This is an optimization exercise on Yosys and OpenROAD, whose aim is small area, not a production implementation.
At most, simulation tests tie the RTL to the original design; equivalence was not proved.
Power figures rest on the tool's default switching activity, not on a simulated workload.

==> flow/design.v (excerpt) <==
module VectorExec(clk, rst, op, imm, r1e, r2e, r1v, r2v, res_e, res_v);
	input logic clk;
	input logic rst;
	input logic [3:0] op;
	input logic [7:0] imm;
	input logic [20:0] r1e;
	input logic [20:0] r2e;
	input logic [191:0] r1v;
	input logic [191:0] r2v;
	output logic [20:0] res_e;
	output logic [191:0] res_v;
	logic en, isS, isV, mBc, mMul, mAdd, mDiv, sMov, sAdd, sSub, sMul;
	assign en   = ~op[3];
	assign sMov = en & (op[2:0] == 3'b000);
	assign mBc  = en & (op[2:0] == 3'b001);
	assign sAdd = en & (op[2:0] == 3'b010);
	assign sSub = en & (op[2:0] == 3'b011);
	assign mMul = en & (op[2:0] == 3'b100);
	assign mAdd = en & (op[2:0] == 3'b101);
	assign mDiv = en & (op[2:0] == 3'b110);
	assign sMul = en & (op[2:0] == 3'b111);
	assign isS = sMov | sAdd | sSub | sMul;
	assign isV = mBc | mMul | mAdd | mDiv;
	logic nisS;
	assign nisS = ~isS;
	logic [7:0] D, Mm1, D0, hzd, bc, m1;
	assign m1 = r2e[7:0] - 8'd1;
	assign Mm1 = m1 & {8{mMul}};
	assign D0 = ~r2e[7:0] & {8{mDiv}};
	assign D = Mm1 | D0;
	assign bc = r2e[7:0] & {8{mBc}};
	logic h7;
	assign h7 = hzd[7] & ~r2e[0];
	genvar k;
	for (k = 0; k < 8; k = k + 1) begin : shc
		assign hzd[k] = mDiv & (r2e[20:8-k] == '0);
	end
	logic [20:0] bb;
	assign bb = {r2e[20:1] & {20{sMul}}, (r2e[0] & sMul) | sAdd | sSub};
	logic [7:0] Mm1g [0:4];
	genvar g;
	for (g = 0; g < 5; g = g + 1) begin : grp
		logic [3:0] bj;
		assign bj = bb[4*g +: 4];
		assign Mm1g[g] = isS ? {{4{bj == 4'd0}}, bj - 4'd1} : Mm1;
	end
	logic [191:0] vres;
	logic [87:0] prod;
	logic [20:0] sres;
	genvar l;
	for (l = 0; l < 24; l = l + 1) begin : lane
		if (l >= 3 && l < 14) begin : sc
			localparam int n = l - 3;
			localparam int J = (n < 4) ? 0 : (n < 7) ? 1 : (n < 9) ? 2 : (n < 10) ? 3 : 4;
			localparam int AO = (n == 1 || n == 5) ? 4 : (n == 2) ? 8 : (n == 3) ? 13 :
				(n == 6) ? 9 : (n == 8) ? 5 : (n == 9) ? 1 : 0;
			localparam int AW = (n == 3 || n == 6 || n == 8 || n == 9 || n == 10) ? 8 : 4;
  ...
clock: 45.0 ns
lec_check: 0
cap_margin: 20
core_margin: 2
core_utilization: 62
cts_buf_list: sky130_fd_sc_hd__clkbuf_8
cts_cluster_diameter: 50
cts_cluster_size: 12
place_density: 0.72
slew_margin: 20
synth_hierarchical: 1
synth_minimum_keep_size: 0
standard.sh (not shown) runs the stock make flow with config.mk's settings and CLKGATE_MAP_FILE= SYNTH_SCRIPT=/design/flow/synth_recipe.tcl, a recipe that flattens the netlist after the stock synthesis.
==> flow/flow/run.sh <==
#!/bin/bash
# Own layout flow: the standard flow (standard.sh) step by step, with
# the port buffers made from the smallest buffer cell instead of the one
# buffer_ports picks by default.  Each step's full output goes to its own
# log file in the work folder.
set -euo pipefail
export BUFFER_PORTS_ARGS="-buffer_cell sky130_fd_sc_hd__buf_1"
bash standard.sh synth > synth.log 2>&1
bash standard.sh floorplan > floorplan.log 2>&1
bash standard.sh place > place.log 2>&1
bash standard.sh cts > cts.log 2>&1
bash standard.sh route > route.log 2>&1
bash standard.sh finish > finish.log 2>&1
Change:
--- a/flow/config.mk
+++ b/flow/config.mk
@@ -12,2 +12,2 @@
-export CTS_CLUSTER_DIAMETER = 50
-export CTS_CLUSTER_SIZE = 12
+export CTS_CLUSTER_DIAMETER = 60
+export CTS_CLUSTER_SIZE = 16
=>
- register-to-register slack hardly moves
- total power goes down by about 2.4%
- die area is unchanged
- routed wire length climbs by about 0.3%
- count of clock-buffer cells in the layout went down by 15
- clock skew shrinks by 0.0073 ns
- synthesized cell count does not change
- setup slack loses 0.072 ns
- cell area shrinks by about 0.43%
- via count barely changes
No functional check of the RTL was part of any run of this note.

* * *

VectorExec, a different RTL version from the one above (not shown whole).
Size: ~43000 µm² of cells after synthesis.
Settings: LEC_CHECK=0, CAP_MARGIN=20, CORE_MARGIN=2, CORE_UTILIZATION=62, CTS_BUF_LIST=sky130_fd_sc_hd__clkbuf_8, CTS_CLUSTER_DIAMETER=60, CTS_CLUSTER_SIZE=16, PLACE_DENSITY=0.72, SLEW_MARGIN=20, SYNTH_HIERARCHICAL=1, SYNTH_MINIMUM_KEEP_SIZE=0; clock period 45.0 ns.
==> flow/flow/run.sh <==
#!/bin/bash
# Own layout flow: the standard flow (standard.sh) step by step, with
# two changes to how the layout is made:
#  - the port buffers are the smallest buffer cell (buffer_ports
#    -buffer_cell) instead of the one buffer_ports picks by default;
#  - after global routing, repair_timing -recover_power downsizes cells on
#    paths with timing slack to spare (ORFS's RECOVER_POWER).
# Each step's full output goes to its own log file in the work folder.
set -euo pipefail
export BUFFER_PORTS_ARGS="-buffer_cell sky130_fd_sc_hd__buf_1"
export RECOVER_POWER=100
bash standard.sh synth > synth.log 2>&1
bash standard.sh floorplan > floorplan.log 2>&1
bash standard.sh place > place.log 2>&1
bash standard.sh cts > cts.log 2>&1
bash standard.sh route > route.log 2>&1
bash standard.sh finish > finish.log 2>&1
The baseline completed, yet does not pass: capacitance limit, slew limit.
Edit:
==> flow/flow/run.sh (replaced) <==
#!/bin/bash
# Own layout flow: the standard flow (standard.sh) step by step, with
# the port buffers made from the smallest buffer cell instead of the one
# buffer_ports picks by default.  Each step's full output goes to its own
# log file in the work folder.
set -euo pipefail
export BUFFER_PORTS_ARGS="-buffer_cell sky130_fd_sc_hd__buf_1"
bash standard.sh synth > synth.log 2>&1
bash standard.sh floorplan > floorplan.log 2>&1
bash standard.sh place > place.log 2>&1
bash standard.sh cts > cts.log 2>&1
bash standard.sh route > route.log 2>&1
bash standard.sh finish > finish.log 2>&1
- GPL_TIMING_DRIVEN: default -> 0
Effect: This time the run ran to the end with no violations; setup slack improves by 0.84 ns; register-to-register slack improved by 7.7 ns; hold slack degrades by 0.0065 ns; cell count climbs by about 2.4%; maximum frequency rose by 2.4%.
Edit:
- GPL_TIMING_DRIVEN: 0 -> default
The new run passed the timing, DRC and antenna checks.
Global-route usage hardly moves.
Sequential share of layout area goes up by 0.68 points.
Combinational power goes down by 13%.
Wire length stays flat.
Count of clock-buffer cells in the layout goes down by 1.
Final cell count goes down by about 2.2%.
Setup slack gets better by 1.5 ns.
Register-to-register slack gets worse by 0.82 ns.
Synthesized cell count is unchanged.
Clock skew goes down by 0.012 ns.
Fmax goes up by 4.5%.
Edit:
- CORE_UTILIZATION: 62 -> 56
- PLACE_DENSITY: 0.72 -> 0.66
What happened:
- The new run finished clean
- area after synthesis stays the same
- die area increases by 11%
- global-route usage decreases by 4.3 points
- total power decreases by 1.2%
- clock-buffer cell count increases by 5
- cell count increases by about 2%
- design area increases by 0.50%
- worst setup slack degrades by 1.1 ns

* * *

VectorExec, a different RTL version from the one above (not shown whole).
For scale: roughly 650 I/O pins, about 0.043 mm2 of cells after synthesis.
export LEC_CHECK = 0
export CAP_MARGIN = 10
export CORE_MARGIN = 2
export CORE_UTILIZATION = 62
export CTS_BUF_LIST = sky130_fd_sc_hd__clkbuf_8
export CTS_CLUSTER_DIAMETER = 60
export CTS_CLUSTER_SIZE = 16
export PLACE_DENSITY = 0.72
export SLEW_MARGIN = 10
export SYNTH_HIERARCHICAL = 1
export SYNTH_MINIMUM_KEEP_SIZE = 0
create_clock -name core_clock -period 45.0 [get_ports {clk}]
==> flow/flow/run.sh <==
#!/bin/bash
# Own layout flow: the standard flow (standard.sh) step by step, with
# the port buffers made from the smallest buffer cell instead of the one
# buffer_ports picks by default.  Each step's full output goes to its own
# log file in the work folder.
set -euo pipefail
export BUFFER_PORTS_ARGS="-buffer_cell sky130_fd_sc_hd__buf_1"
bash standard.sh synth > synth.log 2>&1
bash standard.sh floorplan > floorplan.log 2>&1
bash standard.sh place > place.log 2>&1
bash standard.sh cts > cts.log 2>&1
bash standard.sh route > route.log 2>&1
bash standard.sh finish > finish.log 2>&1
The starting point produced a clean layout.
Edit:
Settings changed: CAP_MARGIN 10 to 20, CORE_UTILIZATION 62 to 50, PLACE_DENSITY 0.72 to 0.6, SLEW_MARGIN 10 to 20.
After rerunning:
- design area is higher by 1.0%
- wire length is higher by 5.1%
- combinational power is lower by about 0.9%
- die area is higher by 24%
- core utilization is lower by 13 points
- sequential cell count stays the same
Edit:
Settings changed: CORE_UTILIZATION 50 to 62, PLACE_DENSITY 0.6 to 0.72.
What happened: The new run produced a clean layout; area after synthesis is unchanged; final cell count went down by 3.8%; final area went down by about 1%; via count went up by about 3.3%; global-route usage went up by 8.2 points; hold slack improved by 0.0084 ns.

* * *

VectorExec, a different RTL version from the one above (not shown whole).
For scale: roughly 650 I/O pins, about 48000 um^2 of cells after synthesis.
Design VectorExec, start of the top module:
module VectorExec(clk, rst, op, imm, r1e, r2e, r1v, r2v, res_e, res_v);
==> flow/config.mk <==
export PLATFORM = sky130hd
export DESIGN_NAME = VectorExec
export DESIGN_NICKNAME = VectorExec
export VERILOG_FILES = /design/flow/design.v
export SDC_FILE = /design/flow/constraint.sdc
export NUM_CORES = 8
export LEC_CHECK = 0
export CAP_MARGIN = 20
export CORE_MARGIN = 2
export CORE_UTILIZATION = 55
export PLACE_DENSITY = 0.65
export SLEW_MARGIN = 20
export SYNTH_HIERARCHICAL = 1
export SYNTH_MINIMUM_KEEP_SIZE = 0
==> flow/constraint.sdc <==
create_clock -name core_clock -period 45.0 [get_ports {clk}]
set_input_delay 9.0000 -clock core_clock [delete_from_list [all_inputs] [get_ports {clk}]]
set_output_delay 9.0000 -clock core_clock [all_outputs]
set_load 0.01 [all_outputs]
Scripts as last shown in full above: flow/flow/run.sh
The baseline finished with timing, DRC and antenna clean.
Change:
==> flow/run.sh (new file) <==
#!/bin/bash
# synth_recipe.tcl (not shown) runs the flow's synth.tcl, then flattens the netlist and writes it again
# the make line also repeats each setting of config.mk as NAME=value (left out here)
make -C /OpenROAD-flow-scripts/flow DESIGN_CONFIG=/design/flow/config.mk WORK_HOME=/design/flow/orfs CLKGATE_MAP_FILE= SYNTH_SCRIPT=/design/flow/synth_recipe.tcl finish
removed: flow/flow/run.sh
removed: flow/standard.sh
Result:
- clock skew rises by 0.0082 ns
- final area rises by a little under a tenth
- wire length rose by a few percent
- hold slack got worse by 0.0070 ns
- total power went up by a few percent
- worst setup slack got worse by 0.27 ns

separate check: timing with driven ports:
The flow's constraints put no driver on any port. The routed layouts listed below were extracted and timed again, unchanged, in two steps. Step 1: set_driving_cell puts a clkbuf_16 on clk and a buf_2 on each other input, an assumption about the parent block. Step 2 adds t to the input delays and takes it off the output delays; t is the mean of the earliest and latest rising clock arrival at the registers after step 1. Input paths then give back, and output paths get back, about the clock's delay inside the block. a / b / c = ideal ports / drivers / drivers and shift; a / b = the first two.
run | shift t [ns] | setup WS [ns] | clock arrival spread, ns | worst data-port slew with drivers (ns) | cell pins on the clock port's net
the first run of note 1 | 0.798 | 9.716 / 9.641 / 8.843 | 0.053 / 0.053 | 0.18 | 1
the second run of note 1 | 0.764 | 9.644 / 9.573 / 8.809 | 0.064 / 0.064 | 0.17 | 1
the first run of note 2 | 0.775 | 8.905 / 8.852 / 8.077 | 0.050 / 0.050 | 0.16 | 1
the second run of note 2 | 0.750 | 9.740 / 9.771 / 9.021 | 0.074 / 0.074 | 0.18 | 1
the third run of note 2 | 0.779 | 11.251 / 11.234 / 10.455 | 0.043 / 0.044 | 0.17 | 1
the fourth run of note 2 | 0.778 | 10.185 / 10.148 / 9.369 | 0.041 / 0.041 | 0.16 | 1
the first run of note 3 | 0.754 | 10.251 / 10.183 / 9.428 | 0.036 / 0.035 | 0.17 | 1
the second run of note 3 | 0.778 | 10.026 / 9.976 / 9.197 | 0.052 / 0.053 | 0.17 | 1
the third run of note 3 | 0.754 | 10.251 / 10.183 / 9.428 | 0.036 / 0.035 | 0.17 | 1
the first run of note 4 | 0.734 | 16.509 / 16.558 / 15.824 | 0.035 / 0.035 | 0.15 | 1
the second run of note 4 | 0.738 | 16.239 / 16.291 / 15.553 | 0.044 / 0.044 | 0.14 | 1
The setup slack of the first run of note 1, which loses most, moves by -0.075 ns with the drivers and by -0.873 ns with both steps.
